This is an optimization exercise on Yosys and OpenROAD, whose aim is small area and a short achievable clock period, not a production implementation.
Function was checked by simulation only, so behaviour that the tests miss may differ from the original.

// mas_mul_radix_top
module mas_mul_radix_top (
  input               clk,
  input               rstn,
  input        [31:0] in1,
  input        [31:0] in2,
  output logic [63:0] res
);
export LEC_CHECK = 0
export CAP_MARGIN = 30
export CORE_MARGIN = 2
export CORE_UTILIZATION = 60
export SETUP_SLACK_MARGIN = 5
export SLEW_MARGIN = 50
export SYNTH_HIERARCHICAL = 1
export SYNTH_MINIMUM_KEEP_SIZE = 0
create_clock -name core_clock -period 13.5 [get_ports {clk}]
standard.sh (not shown) runs the stock make flow with config.mk's settings and CLKGATE_MAP_FILE= SYNTH_SCRIPT=/design/flow/synth_recipe.tcl, a recipe that flattens the netlist after the stock synthesis.
==> flow/flow/run.sh <==
#!/bin/bash
# Own layout flow: the standard synthesis and layout, with the port
# buffers made from plain buffers (buffer_ports -buffer_cell) instead of the
# cell buffer_ports picks by itself.  Each tool's output goes to a log here.
set -euo pipefail
bash standard.sh synth > synth.log 2>&1
bash standard.sh "BUFFER_PORTS_ARGS=-buffer_cell sky130_fd_sc_hd__buf_2" finish > layout.log 2>&1
Rerun with:
Settings changed: PLACE_DENSITY set to 0.8.
What happened: Worst setup slack gets worse by 0.084 ns; wire length increases by 4.1%; area after synthesis stays the same.
Rerun with:
Settings changed: CAP_MARGIN 30 to 20, PLACE_DENSITY 0.8 to not set, SETUP_SLACK_MARGIN 5 to 3, SLEW_MARGIN 50 to 20.
Result: Sequential share of layout area grows by 0.20 points.
Rerun with:
Settings changed: CAP_MARGIN 20 to 30, CORE_UTILIZATION 60 to 66, SETUP_SLACK_MARGIN 3 to 5, SLEW_MARGIN 20 to 50.
What happened:
- global-route usage increases by 4.3 points
- maximum frequency came out higher by 14%
- routed wire length rises by about 1.8%
- worst hold slack gets worse by 0.069 ns
- area after synthesis does not change
- clock-buffer cell count rises by 1
- setup slack improved by 1.2 ns
- critical path depth does not change
Rerun with:
==> flow/flow/run.sh (replaced) <==
#!/bin/bash
# Own layout flow: the standard synthesis, then the standard layout
# with port buffers made from plain buffers (buffer_ports -buffer_cell) and a
# setup margin for ORFS's timing repair.
# Each tool's output goes to a log file here.
set -euo pipefail
bash standard.sh synth > synth.log 2>&1
bash standard.sh "BUFFER_PORTS_ARGS=-buffer_cell sky130_fd_sc_hd__buf_2" SETUP_SLACK_MARGIN=5.15 finish > layout.log 2>&1
Settings changed: CORE_UTILIZATION 66 to 60, SETUP_SLACK_MARGIN 5 to not set.
Result: Via count falls by 3.3%. Die area rose by 9.8%. Non-clock buffer count is lower by 6. Fmax grows by 2.4%. Final area came out higher by 0.79%. Core utilization went down by 6.9 points. Wire length hardly moves. Setup slack gains 0.20 ns.
Rerun with:
==> flow/flow/run.sh (replaced) <==
#!/bin/bash
# Own layout flow: the standard synthesis and layout, with the port
# buffers made from plain buffers (buffer_ports -buffer_cell) instead of the
# cell buffer_ports picks by itself.  Each tool's output goes to a log here.
set -euo pipefail
bash standard.sh synth > synth.log 2>&1
bash standard.sh "BUFFER_PORTS_ARGS=-buffer_cell sky130_fd_sc_hd__buf_2" finish > layout.log 2>&1
Settings changed: CAP_MARGIN 30 to 50, SETUP_SLACK_MARGIN set to 4.5, SLEW_MARGIN 50 to 75.
After rerunning: The new run ran to the end with no violations. Synthesized cell count is unchanged. Routed wire length came out lower by 1.3%. Sequential cell count stays the same.

== run 1 ==
Starting RTL as in the previous note.
Settings: LEC_CHECK=0, CAP_MARGIN=30, CORE_MARGIN=2, CORE_UTILIZATION=60, SLEW_MARGIN=50, SYNTH_HIERARCHICAL=1, SYNTH_MINIMUM_KEEP_SIZE=0; clock period 13.5 ns.
==> flow/flow/run.sh <==
#!/bin/bash
# Own layout flow: the standard synthesis, then the standard layout
# with port buffers made from plain buffers (buffer_ports -buffer_cell), a
# setup margin for ORFS's timing repair, and no gate cloning in that repair.
# Each tool's output goes to a log file here.
set -euo pipefail
bash standard.sh synth > synth.log 2>&1
bash standard.sh "BUFFER_PORTS_ARGS=-buffer_cell sky130_fd_sc_hd__buf_2" SETUP_SLACK_MARGIN=5.3 SKIP_GATE_CLONING=1 finish > layout.log 2>&1
Edits applied to the flow inputs when going from run 1 to run 2:
==> flow/flow/run.sh <==
#!/bin/bash
# Own layout flow: the standard flow's synthesis script with ABC told to expect a light
# output load (ABC_LOAD_IN_FF=1, so it does not upsize the small gates), then
# the standard layout with port buffers made from plain buffers
# (buffer_ports -buffer_cell) and a setup margin for ORFS's timing repair.
# Each tool's output goes to a log file here.
set -euo pipefail
bash standard.sh ABC_LOAD_IN_FF=1 synth > synth.log 2>&1
bash standard.sh "BUFFER_PORTS_ARGS=-buffer_cell sky130_fd_sc_hd__buf_2" SETUP_SLACK_MARGIN=5.15 finish > layout.log 2>&1
Findings:
- As far as count of flip-flops with a built-in enable after synthesis goes, run 2 and run 1 are indistinguishable; the numbers are identical.
- Run comparison: run 2 capturing instance or port of the critical path res[47]; run 1 capturing instance or port of the critical path res[45]
- Between run 2 and run 1, the actual slew at the worst max-slew pin does not differ in any meaningful way.
- Taking run 1 as the reference, in run 2 post-synthesis share of cell area spent on and, or, nand and nor gates comparable.
diff inputs: run 2 => run 3
==> flow/flow/run.sh <==
#!/bin/bash
# Own layout flow: the standard synthesis and layout, with the port
# buffers made from plain buffers (buffer_ports -buffer_cell) instead of the
# cell buffer_ports picks by itself.  Each tool's output goes to a log here.
set -euo pipefail
bash standard.sh synth > synth.log 2>&1
bash standard.sh "BUFFER_PORTS_ARGS=-buffer_cell sky130_fd_sc_hd__buf_2" finish > layout.log 2>&1
diff --git a/flow/config.mk b/flow/config.mk
--- a/flow/config.mk
+++ b/flow/config.mk
@@ -10 +10,2 @@
-export CORE_UTILIZATION = 60
+export CORE_UTILIZATION = 55
+export SETUP_SLACK_MARGIN = 5
==> results.txt <==
Delta (run 3 minus run 2): wire length fell about 1.3%; count of nets after finishing -11. Run 2 → run 3: fraction of the cycle the final worst path needs shows an increase of 0.95 points; core outline area shows an increase of about 12%.
Inputs modified between run 3 and run 4:
==> flow/flow/run.sh <==
#!/bin/bash
# Own layout flow: the standard flow's synthesis script with ABC told to expect a light
# output load (ABC_LOAD_IN_FF=1, so it does not upsize the small gates), then
# the standard layout with port buffers made from plain buffers
# (buffer_ports -buffer_cell) and a setup margin for ORFS's timing repair.
# Each tool's output goes to a log file here.
set -euo pipefail
bash standard.sh ABC_LOAD_IN_FF=1 synth > synth.log 2>&1
bash standard.sh "BUFFER_PORTS_ARGS=-buffer_cell sky130_fd_sc_hd__buf_2" SETUP_SLACK_MARGIN=5 finish > layout.log 2>&1
diff --git a/flow/config.mk b/flow/config.mk
--- a/flow/config.mk
+++ b/flow/config.mk
@@ -10,2 +10 @@
-export CORE_UTILIZATION = 55
-export SETUP_SLACK_MARGIN = 5
+export CORE_UTILIZATION = 60
### Flow results
Delta (run 4 minus run 3): arithmetic-cell share of the synthesized area counting full adders, half adders and majority gates grew by 1.2 points. In the reports for run 4 and run 3, the smaller utilization belongs to run 3. Post-synthesis instance area, run 4 and run 3: lower on run 4. Of run 4 and run 3, the run reporting the lower total global-route track usage was run 3. Taking run 3 as the reference point, the overall routed net length of run 4 rises by 2.1%.
#### Input delta (run 5 over run 4)
==> flow/flow/run.sh <==
#!/bin/bash
# Own layout flow: the standard synthesis and layout, with the port
# buffers made from plain buffers (buffer_ports -buffer_cell) instead of the
# cell buffer_ports picks by itself.  Each tool's output goes to a log here.
set -euo pipefail
bash standard.sh synth > synth.log 2>&1
bash standard.sh "BUFFER_PORTS_ARGS=-buffer_cell sky130_fd_sc_hd__buf_2" finish > layout.log 2>&1
diff --git a/flow/config.mk b/flow/config.mk
--- a/flow/config.mk
+++ b/flow/config.mk
@@ -8 +8 @@
-export CAP_MARGIN = 30
+export CAP_MARGIN = 20
@@ -11 +11,2 @@
-export SLEW_MARGIN = 50
+export SETUP_SLACK_MARGIN = 5
+export SLEW_MARGIN = 20
Findings:
Comparing run 4 and run 5, the lower critical path depth is on run 5.
Sort run 4 and run 5 by delay of the slowest cell on the worst path, ascending, and run 4 comes first.
Run 5 vs. run 4: total setup buffers inserted after CTS shows a reduction of 8, synthesized cell count essentially unchanged, basic-gate share of the synthesized area counting and, or, nand and nor cells now sits at about the same level, number of resized instances in the post-cts repair step moved down.
Compared with run 4, in run 5 initial core utilization stayed essentially flat.

JK:
Starting RTL as in the previous note.
Settings: LEC_CHECK=0, CAP_MARGIN=50, CORE_MARGIN=2, CORE_UTILIZATION=60, SLEW_MARGIN=75, SYNTH_HIERARCHICAL=1, SYNTH_MINIMUM_KEEP_SIZE=0; clock period 13.5 ns.
==> flow/flow/run.sh <==
#!/bin/bash
# Own layout flow: the standard synthesis, then the standard layout
# with port buffers made from plain buffers (buffer_ports -buffer_cell) and
# a larger setup margin for ORFS's timing repair.  Each tool's output goes
# to a log file here.
set -euo pipefail
bash standard.sh synth > synth.log 2>&1
bash standard.sh "BUFFER_PORTS_ARGS=-buffer_cell sky130_fd_sc_hd__buf_2" SETUP_SLACK_MARGIN=5.5  finish > layout.log 2>&1
[inputs] MS vs JK
==> flow/flow/run.sh <==
#!/bin/bash
# Own layout flow: the standard synthesis and layout, with the port
# buffers made from plain buffers (buffer_ports -buffer_cell) instead of the
# cell buffer_ports picks by itself.  Each tool's output goes to a log here.
set -euo pipefail
bash standard.sh synth > synth.log 2>&1
bash standard.sh "BUFFER_PORTS_ARGS=-buffer_cell sky130_fd_sc_hd__buf_2" finish > layout.log 2>&1
Findings:
The flow did not stop early for MS: all stages ran, and the layout cleared the timing, design-rule and antenna checks.
Per the comparison of MS with JK, reported max-cap violation count did not really move; via count now sits lower; fmax fell by about 10%.
Here is what was changed in the inputs of AL compared with MS.
# MS
export LEC_CHECK = 0
export CAP_MARGIN = 50
export CORE_MARGIN = 2
export CORE_UTILIZATION = 60
export SLEW_MARGIN = 75
export SYNTH_HIERARCHICAL = 1
export SYNTH_MINIMUM_KEEP_SIZE = 0
create_clock -name core_clock -period 13.5 [get_ports {clk}]
# AL
export LEC_CHECK = 0
export CAP_MARGIN = 50
export CORE_MARGIN = 2
export CORE_UTILIZATION = 60
export SETUP_SLACK_MARGIN = 5
export SLEW_MARGIN = 75
export SYNTH_HIERARCHICAL = 1
export SYNTH_MINIMUM_KEEP_SIZE = 0
create_clock -name core_clock -period 13.5 [get_ports {clk}]
==> comparison <==
- AL | status: complete | timing, DRC, antenna: pass
- Maximum net fanout on the critical path (AL vs. MS) increases by more than half
- Critical path depth in AL is about 4.5% lower than in MS
- From MS to AL the numbers moved as follows: utilization after layout increased 0.45 points; number of vias after detailed routing moved up; total count of max-transition violations in the final report has remained practically unchanged; count of TritonRoute iterations in the first routing pass down 2.
- | fraction of area in clock buffers and inverters | AL vs MS | ≈ equal |
### AL -> TR
# AL
export LEC_CHECK = 0
export CAP_MARGIN = 50
export CORE_MARGIN = 2
export CORE_UTILIZATION = 60
export SETUP_SLACK_MARGIN = 5
export SLEW_MARGIN = 75
export SYNTH_HIERARCHICAL = 1
export SYNTH_MINIMUM_KEEP_SIZE = 0
create_clock -name core_clock -period 13.5 [get_ports {clk}]
# TR
export LEC_CHECK = 0
export CAP_MARGIN = 20
export CORE_MARGIN = 2
export CORE_UTILIZATION = 60
export SETUP_SLACK_MARGIN = 5
export SLEW_MARGIN = 35
export SYNTH_HIERARCHICAL = 1
export SYNTH_MINIMUM_KEEP_SIZE = 0
create_clock -name core_clock -period 13.5 [get_ports {clk}]
Notes after the runs:
The fraction of area in registers was comparable across AL and TR.
Summary of TR over AL: utilization after layout decreased 1.7 points, cell count shows no meaningful change.

mas_mul_radix_top again, from the RTL that the note above started with.
Settings: LEC_CHECK=0, CAP_MARGIN=30, CORE_MARGIN=2, CORE_UTILIZATION=60, GPL_ROUTABILITY_DRIVEN=0, SETUP_SLACK_MARGIN=5, SLEW_MARGIN=50, SYNTH_HIERARCHICAL=1, SYNTH_MINIMUM_KEEP_SIZE=0; clock period 13.5 ns.
==> flow/flow/run.sh <==
#!/bin/bash
# Own layout flow: the standard synthesis and layout, with the port
# buffers made from plain buffers (buffer_ports -buffer_cell) instead of the
# cell buffer_ports picks by itself.  Each tool's output goes to a log here.
set -euo pipefail
bash standard.sh synth > synth.log 2>&1
bash standard.sh "BUFFER_PORTS_ARGS=-buffer_cell sky130_fd_sc_hd__buf_2" finish > layout.log 2>&1
Edit:
==> flow/flow/run.sh (replaced) <==
#!/bin/bash
# Own layout flow: the standard synthesis, then the standard layout
# with port buffers made from plain buffers (buffer_ports -buffer_cell), a
# setup margin for ORFS's timing repair, and timing repair limited to
# resizing and pin swaps.  Each tool's output goes to a log file here.
set -euo pipefail
bash standard.sh synth > synth.log 2>&1
bash standard.sh "BUFFER_PORTS_ARGS=-buffer_cell sky130_fd_sc_hd__buf_2" SETUP_SLACK_MARGIN=5.3 "SETUP_MOVE_SEQUENCE=unbuffer,sizeup,swap" finish > layout.log 2>&1
GPL_ROUTABILITY_DRIVEN = unset   (was 0)
SETUP_SLACK_MARGIN = unset   (was 5)
Area after synthesis is unchanged.
Via count came out higher by 0.59%.
Cell area came out higher by 3.1%.
Flip-flop and latch count stays the same.
Wire length came out higher by 2.1%.
Global-route usage came out higher by 1.0 points.
Edit:
==> flow/flow/run.sh (replaced) <==
#!/bin/bash
# Own layout flow: the standard synthesis and layout, with the port
# buffers made from plain buffers (buffer_ports -buffer_cell) instead of the
# cell buffer_ports picks by itself.  Each tool's output goes to a log here.
set -euo pipefail
bash standard.sh synth > synth.log 2>&1
bash standard.sh "BUFFER_PORTS_ARGS=-buffer_cell sky130_fd_sc_hd__buf_2" finish > layout.log 2>&1
CAP_MARGIN = 20   (was 30)
SLEW_MARGIN = 20   (was 50)
=> Fmax falls by about 14%. Wire length falls by 1.7%. Design area falls by 5.8%. Core utilization falls by 4.0 points. Flip-flop and latch count is unchanged. Worst hold slack gains 100 ps. Worst setup slack loses 1300 ps. Cell count falls by 0.33%. Critical path depth does not change.

[what the ideal ports hide]
The results above use ideal ports. As a check the final layouts listed here were re-extracted and re-timed, cells and wires unchanged. Step 1 sets driving cells, clkbuf_16 on the clock port and buf_2 on the other inputs (assumed; they add their load-dependent delay and slew). Step 2 also shifts input and output timing later by t, the mid clock arrival at the registers, as if the neighbouring blocks saw the same clock. Three values: ideal, step 1, step 2; two values: the first two.
run | t, ns | setup slack, ns | clock arrival spread, ns | slew at the worst register clock pin (ns) | worst slew at a driven data input, ns
the first run of note 1 | 0.394 | 5.069 / 5.095 / 4.702 | 0.019 / 0.019 | 0.07 / 0.07 | 0.05
the second run of note 1 | 0.445 | 4.985 / 5.025 / 4.580 | 0.033 / 0.034 | 0.09 / 0.09 | 0.05
the third run of note 1 | 0.402 | 3.864 / 3.881 / 3.479 | 0.015 / 0.016 | 0.07 / 0.07 | 0.10
the fourth run of note 1 | 0.396 | 5.029 / 5.047 / 4.651 | 0.013 / 0.013 | 0.06 / 0.06 | 0.05
the fifth run of note 1 | 0.406 | 5.229 / 5.258 / 4.852 | 0.014 / 0.013 | 0.06 / 0.06 | 0.06
the sixth run of note 1 | 0.400 | 4.771 / 4.800 / 4.400 | 0.017 / 0.016 | 0.07 / 0.07 | 0.11
run 1 | 0.397 | 5.324 / 5.336 / 4.939 | 0.021 / 0.021 | 0.07 / 0.07 | 0.06
run 2 | 0.408 | 5.144 / 5.188 / 4.780 | 0.007 / 0.008 | 0.06 / 0.06 | 0.09
run 3 | 0.399 | 5.016 / 5.045 / 4.646 | 0.010 / 0.009 | 0.06 / 0.06 | 0.06
run 4 | 0.420 | 5.065 / 5.107 / 4.687 | 0.018 / 0.018 | 0.07 / 0.07 | 0.10
run 5 | 0.395 | 5.009 / 5.034 / 4.640 | 0.015 / 0.015 | 0.07 / 0.07 | 0.05
JK | 0.396 | 5.418 / 5.427 / 5.031 | 0.016 / 0.015 | 0.07 / 0.07 | 0.09
MS | 0.400 | 4.567 / 4.595 / 4.194 | 0.016 / 0.015 | 0.07 / 0.07 | 0.10
AL | 0.394 | 5.066 / 5.090 / 4.696 | 0.011 / 0.012 | 0.06 / 0.06 | 0.05
TR | 0.395 | 4.994 / 5.019 / 4.624 | 0.015 / 0.015 | 0.07 / 0.07 | 0.05
the first run of note 4 | 0.392 | 5.030 / 5.052 / 4.661 | 0.011 / 0.011 | 0.06 / 0.06 | 0.06
the second run of note 4 | 0.396 | 5.201 / 5.215 / 4.819 | 0.020 / 0.020 | 0.07 / 0.07 | 0.09
the third run of note 4 | 0.402 | 3.864 / 3.881 / 3.479 | 0.015 / 0.016 | 0.07 / 0.07 | 0.10
After both steps every run listed still meets setup and hold. For the second run of note 1, which loses most, drivers alone change the setup slack by +0.040 ns; drivers and shift together by -0.405 ns.
